This is an optimization exercise on Yosys and OpenROAD, whose aim is small area, a short achievable clock period and few clock cycles, not a production implementation.
No activity file was given, so power comes from the tool's default toggle rates.

==> module RISC_SPM, before the edit <==
module RISC_SPM (clk, rst, mem_rdata, mem_addr, mem_wdata, mem_we, halted);
  input        clk, rst;
  input  [7:0] mem_rdata;
  output [7:0] mem_addr, mem_wdata;
  output       mem_we;
  output       halted;
  reg [7:0] R0, R1, R2, R3;
  reg [7:0] PC, MA;
  reg [2:0] iop;          
  reg [3:0] srcv, dstv;   
  reg       sA, sB, sD;   
  reg       Z;
  reg       halted;
  wire i_add = (iop == 3'd1);
  wire i_sub = (iop == 3'd2);
  wire i_and = (iop == 3'd3);
  wire i_not = (iop == 3'd4);
  wire ex    = i_add | i_sub | i_and | i_not;
  wire [7:0] opA = {8{dstv[0]}} & R0 | {8{dstv[1]}} & R1 | {8{dstv[2]}} & R2 | {8{dstv[3]}} & R3;
  wire [7:0] opB = {8{srcv[0]}} & R0 | {8{srcv[1]}} & R1 | {8{srcv[2]}} & R2 | {8{srcv[3]}} & R3;
  wire [7:0] bx = opB ^ {8{i_sub}};
  wire [7:0] p0 = opA ^ bx;
  wire [7:0] g0 = opA & bx;
  wire [8:0] G0 = {g0, i_sub}, P0 = {p0, 1'b0};
  wire [8:0] G1, P1, G2, P2, G3;
  genvar k;
  generate
    for (k = 0; k < 9; k = k + 1) begin : ks
      if (k >= 1) begin : a1
        assign G1[k] = G0[k] | P0[k] & G0[k-1]; assign P1[k] = P0[k] & P0[k-1];
      end else begin : b1
        assign G1[k] = G0[k]; assign P1[k] = P0[k];
      end
      if (k >= 2) begin : a2
        assign G2[k] = G1[k] | P1[k] & G1[k-2]; assign P2[k] = P1[k] & P1[k-2];
      end else begin : b2
        assign G2[k] = G1[k]; assign P2[k] = P1[k];
      end
      if (k >= 4) begin : a3
        assign G3[k] = G2[k] | P2[k] & G2[k-4];
      end else begin : b3
        assign G3[k] = G2[k];
      end
    end
  endgenerate
  wire [7:0] sum = p0 ^ G3[7:0];
  reg [7:0] alu;
  always @* begin
    case (iop)
      3'd1, 3'd2: alu = sum;
      3'd3:       alu = opA & opB;
      default:    alu = ~opB;
    endcase
  end
  wire [7:0] axb  = opA ^ opB;
  wire [7:0] aob  = opA | opB;
  wire       zadd = ~|(axb ^ {aob[6:0], 1'b0});
  wire       zsub = ~|axb;
  wire       zand = ~|(opA & opB);
  wire       znot = &opB;
  reg        zt;
  always @* begin
    case (iop)
      3'd1:    zt = zadd;
      3'd2:    zt = zsub;
      3'd3:    zt = zand;
      default: zt = znot;
    endcase
  end
  wire fF = ~sA & ~sD & ~halted & (~sB | ~Z);
  wire bT = sB & Z;                                        
  wire [3:0] fo     = mem_rdata[7:4];
  wire       f_two  = ~fo[3] & fo[2] & (fo[1] | fo[0]);    
  wire       f_brz  = (fo == 4'd8);
  wire       f_halt = fo[3] & (|fo[2:0]);
  wire d_rd = sD & (iop == 3'd5);
  wire d_wr = sD & (iop == 3'd6);
  wire d_br = sD & ~iop[2] | sD & iop[1] & iop[0];       
  wire [6:0] hi1 = PC[7:1] + 7'd1;
  wire [7:0] PC1 = {PC[0] ? hi1 : PC[7:1], ~PC[0]};
  wire [7:0] PC2 = {hi1, PC[0]};
  wire [3:0] wa = {4{ex}} & dstv;
  wire [3:0] wr = {4{d_rd}} & dstv;
  always @(posedge clk or negedge rst)
    if (!rst) begin
      R0 <= 8'd0; R1 <= 8'd0; R2 <= 8'd0; R3 <= 8'd0;
    end else begin
      R0 <= wa[0] ? alu : wr[0] ? mem_rdata : R0;
      R1 <= wa[1] ? alu : wr[1] ? mem_rdata : R1;
      R2 <= wa[2] ? alu : wr[2] ? mem_rdata : R2;
      R3 <= wa[3] ? alu : wr[3] ? mem_rdata : R3;
    end
  always @(posedge clk or negedge rst)
    if (!rst) Z <= 1'b0;
    else if (ex) Z <= zt;
  always @(posedge clk)
    if (fF) begin
      srcv <= 4'b1 << mem_rdata[3:2];
      dstv <= 4'b1 << mem_rdata[1:0];
    end
  always @(posedge clk or negedge rst)
    if (!rst) begin
      PC <= 8'd0; MA <= 8'd0; iop <= 3'd0;
      sA <= 1'b0; sB <= 1'b0; sD <= 1'b0; halted <= 1'b0;
    end else if (fF) begin
      iop  <= fo[2:0] & {3{~fo[3]}};    
      sB   <= 1'b0;
      if (f_halt) halted <= 1'b1;
      else begin
        MA <= PC1;
        PC <= f_brz ? PC2 : PC1;
        sA <= f_two;
        sB <= f_brz;
      end
    end else if (sA | bT) begin
      MA <= mem_rdata; sA <= 1'b0; sB <= 1'b0; sD <= 1'b1;
      if (sA) PC <= PC1;
    end else if (sD) begin
      sD <= 1'b0;
      if (d_br) begin MA <= mem_rdata; PC <= mem_rdata; end
      else MA <= PC;
    end
  assign mem_addr  = (sB & ~Z) ? PC : MA;
  assign mem_wdata = opB;
  assign mem_we    = d_wr;
endmodule
export LEC_CHECK = 0
export ABC_AREA = 1
export CAP_MARGIN = 20
export CORE_MARGIN = 2
export CORE_UTILIZATION = 75
export SETUP_SLACK_MARGIN = 2.2
export SLEW_MARGIN = 20
create_clock -name core_clock -period 5.0 [get_ports {clk}]
standard.sh (not shown) runs the stock make flow with config.mk's settings and CLKGATE_MAP_FILE= SYNTH_SCRIPT=/design/flow/synth_recipe.tcl, a recipe that flattens the netlist after the stock synthesis.
==> flow/flow/run.sh <==
#!/bin/bash
# The standard layout (standard.sh) with two changes:
#  - the port buffers are buf_2 cells instead of the delay cell the resizer
#    picks by default (every port still gets its buffer);
#  - Yosys's abc step runs with flow/abc.script (or yosys's own default abc
#    script if the file says "default") instead of ORFS's script.
# Everything else, registers included, is ORFS's standard synthesis and flow.
set -euo pipefail
here=$(pwd)
export BUFFER_PORTS_ARGS="-buffer_cell sky130_fd_sc_hd__buf_2"
if [[ -f flow/abc.script ]]; then
  if grep -qx default flow/abc.script; then sc=default; else sc=$here/flow/abc.script; fi
  python3 - synth_recipe.tcl "$sc" <<'PY'
import sys
f, sc = sys.argv[1], sys.argv[2]
first, rest = open(f).read().split('\n', 1)
ov = """proc abc {args} {
  set i [lsearch -exact $args -script]
  if {$i >= 0} { set args [lreplace $args $i [expr {$i+1}]] }
  if {"%s" ne "default"} { set args [linsert $args 0 -script %s] }
  puts "abc override: $args"
  yosys abc {*}$args
}""" % (sc, sc)
open(f, 'w').write(first + '\n' + ov + '\n' + rest)
PY
fi
bash standard.sh finish > standard.log 2>&1
Next try:
--- a/flow/design.v
+++ b/flow/design.v
@@ -10,8 +10,10 @@
   reg [3:0] srcv, dstv;   
   reg       sA, sB, sD;   
+  reg       sBn;          
+  reg       k_sub;        
   reg       Z;
   reg       halted;
   wire i_add = (iop == 3'd1);
-  wire i_sub = (iop == 3'd2);
+  wire i_sub = k_sub;
   wire i_and = (iop == 3'd3);
   wire i_not = (iop == 3'd4);
@@ -68,6 +70,6 @@
     endcase
   end
-  wire fF = ~sA & ~sD & ~halted & (~sB | ~Z);
-  wire bT = sB & Z;                                        
+  wire fF = ~sA & ~sD & ~halted & (~sB | sBn);
+  wire bT = sB & ~sBn;                                     
   wire [3:0] fo     = mem_rdata[7:4];
   wire       f_two  = ~fo[3] & fo[2] & (fo[1] | fo[0]);    
@@ -102,17 +104,16 @@
     if (!rst) begin
       PC <= 8'd0; MA <= 8'd0; iop <= 3'd0;
-      sA <= 1'b0; sB <= 1'b0; sD <= 1'b0; halted <= 1'b0;
+      sA <= 1'b0; sB <= 1'b0; sBn <= 1'b0; sD <= 1'b0; halted <= 1'b0; k_sub <= 1'b0;
     end else if (fF) begin
       iop  <= fo[2:0] & {3{~fo[3]}};    
-      sB   <= 1'b0;
-      if (f_halt) halted <= 1'b1;
-      else begin
-        MA <= PC1;
-        PC <= f_brz ? PC2 : PC1;
-        sA <= f_two;
-        sB <= f_brz;
-      end
+      halted <= f_halt;
+      MA <= PC1;
+      PC <= f_brz ? PC2 : PC1;
+      sA <= f_two;
+      sB <= f_brz;
+      sBn <= f_brz & ~(ex ? zt : Z);
+      k_sub <= (fo == 4'd2);
     end else if (sA | bT) begin
-      MA <= mem_rdata; sA <= 1'b0; sB <= 1'b0; sD <= 1'b1;
+      MA <= mem_rdata; sA <= 1'b0; sB <= 1'b0; sBn <= 1'b0; sD <= 1'b1;
       if (sA) PC <= PC1;
     end else if (sD) begin
@@ -121,5 +122,5 @@
       else MA <= PC;
     end
-  assign mem_addr  = (sB & ~Z) ? PC : MA;
+  assign mem_addr  = sBn ? PC : MA;
   assign mem_wdata = opB;
   assign mem_we    = d_wr;
After rerunning: The changed run finished clean; via count went up slightly; sequential share of layout area grows by 1.2 points; utilization drops by 1.4 points; non-clock buffer count fell by 3; sequential power hardly moves; setup slack loses 33 ps; die area is higher slightly.
No functional check of the RTL was part of any run of this note.

-- static timing again, ports no longer ideal --
How much do the figures lean on ideal ports? The routed layouts below were timed once more, with nothing changed but the port constraints.
Step 1 (the two cells are an assumption about what drives the block):
set clk [get_ports {clk}]
set_driving_cell -lib_cell sky130_fd_sc_hd__clkbuf_16 $clk
set_driving_cell -lib_cell sky130_fd_sc_hd__buf_2 [delete_from_list [all_inputs] $clk]
Step 2 adds t to the input delays and takes it off the output delays; t is the mean of the earliest and latest rising clock arrival at the registers after step 1. Input paths then give back, and output paths get back, about the clock's delay inside the block.
Slacks: no drivers / after step 1 / after step 2; pairs: no drivers / after step 1.
run	shift t [ns]	slack for setup (ns)	hold WS [ns]	pins driven straight from the clock port
the first run	0.368	2.140 / 2.140 / 2.140	0.505 / 0.505 / 0.505	1
the second run	0.382	2.107 / 2.107 / 2.068	0.497 / 0.497 / 0.497	1
After both steps setup and hold are still met in every run listed. For the second run, which loses most, drivers alone change the setup slack by 0.000 ns; drivers and shift together by -0.039 ns.
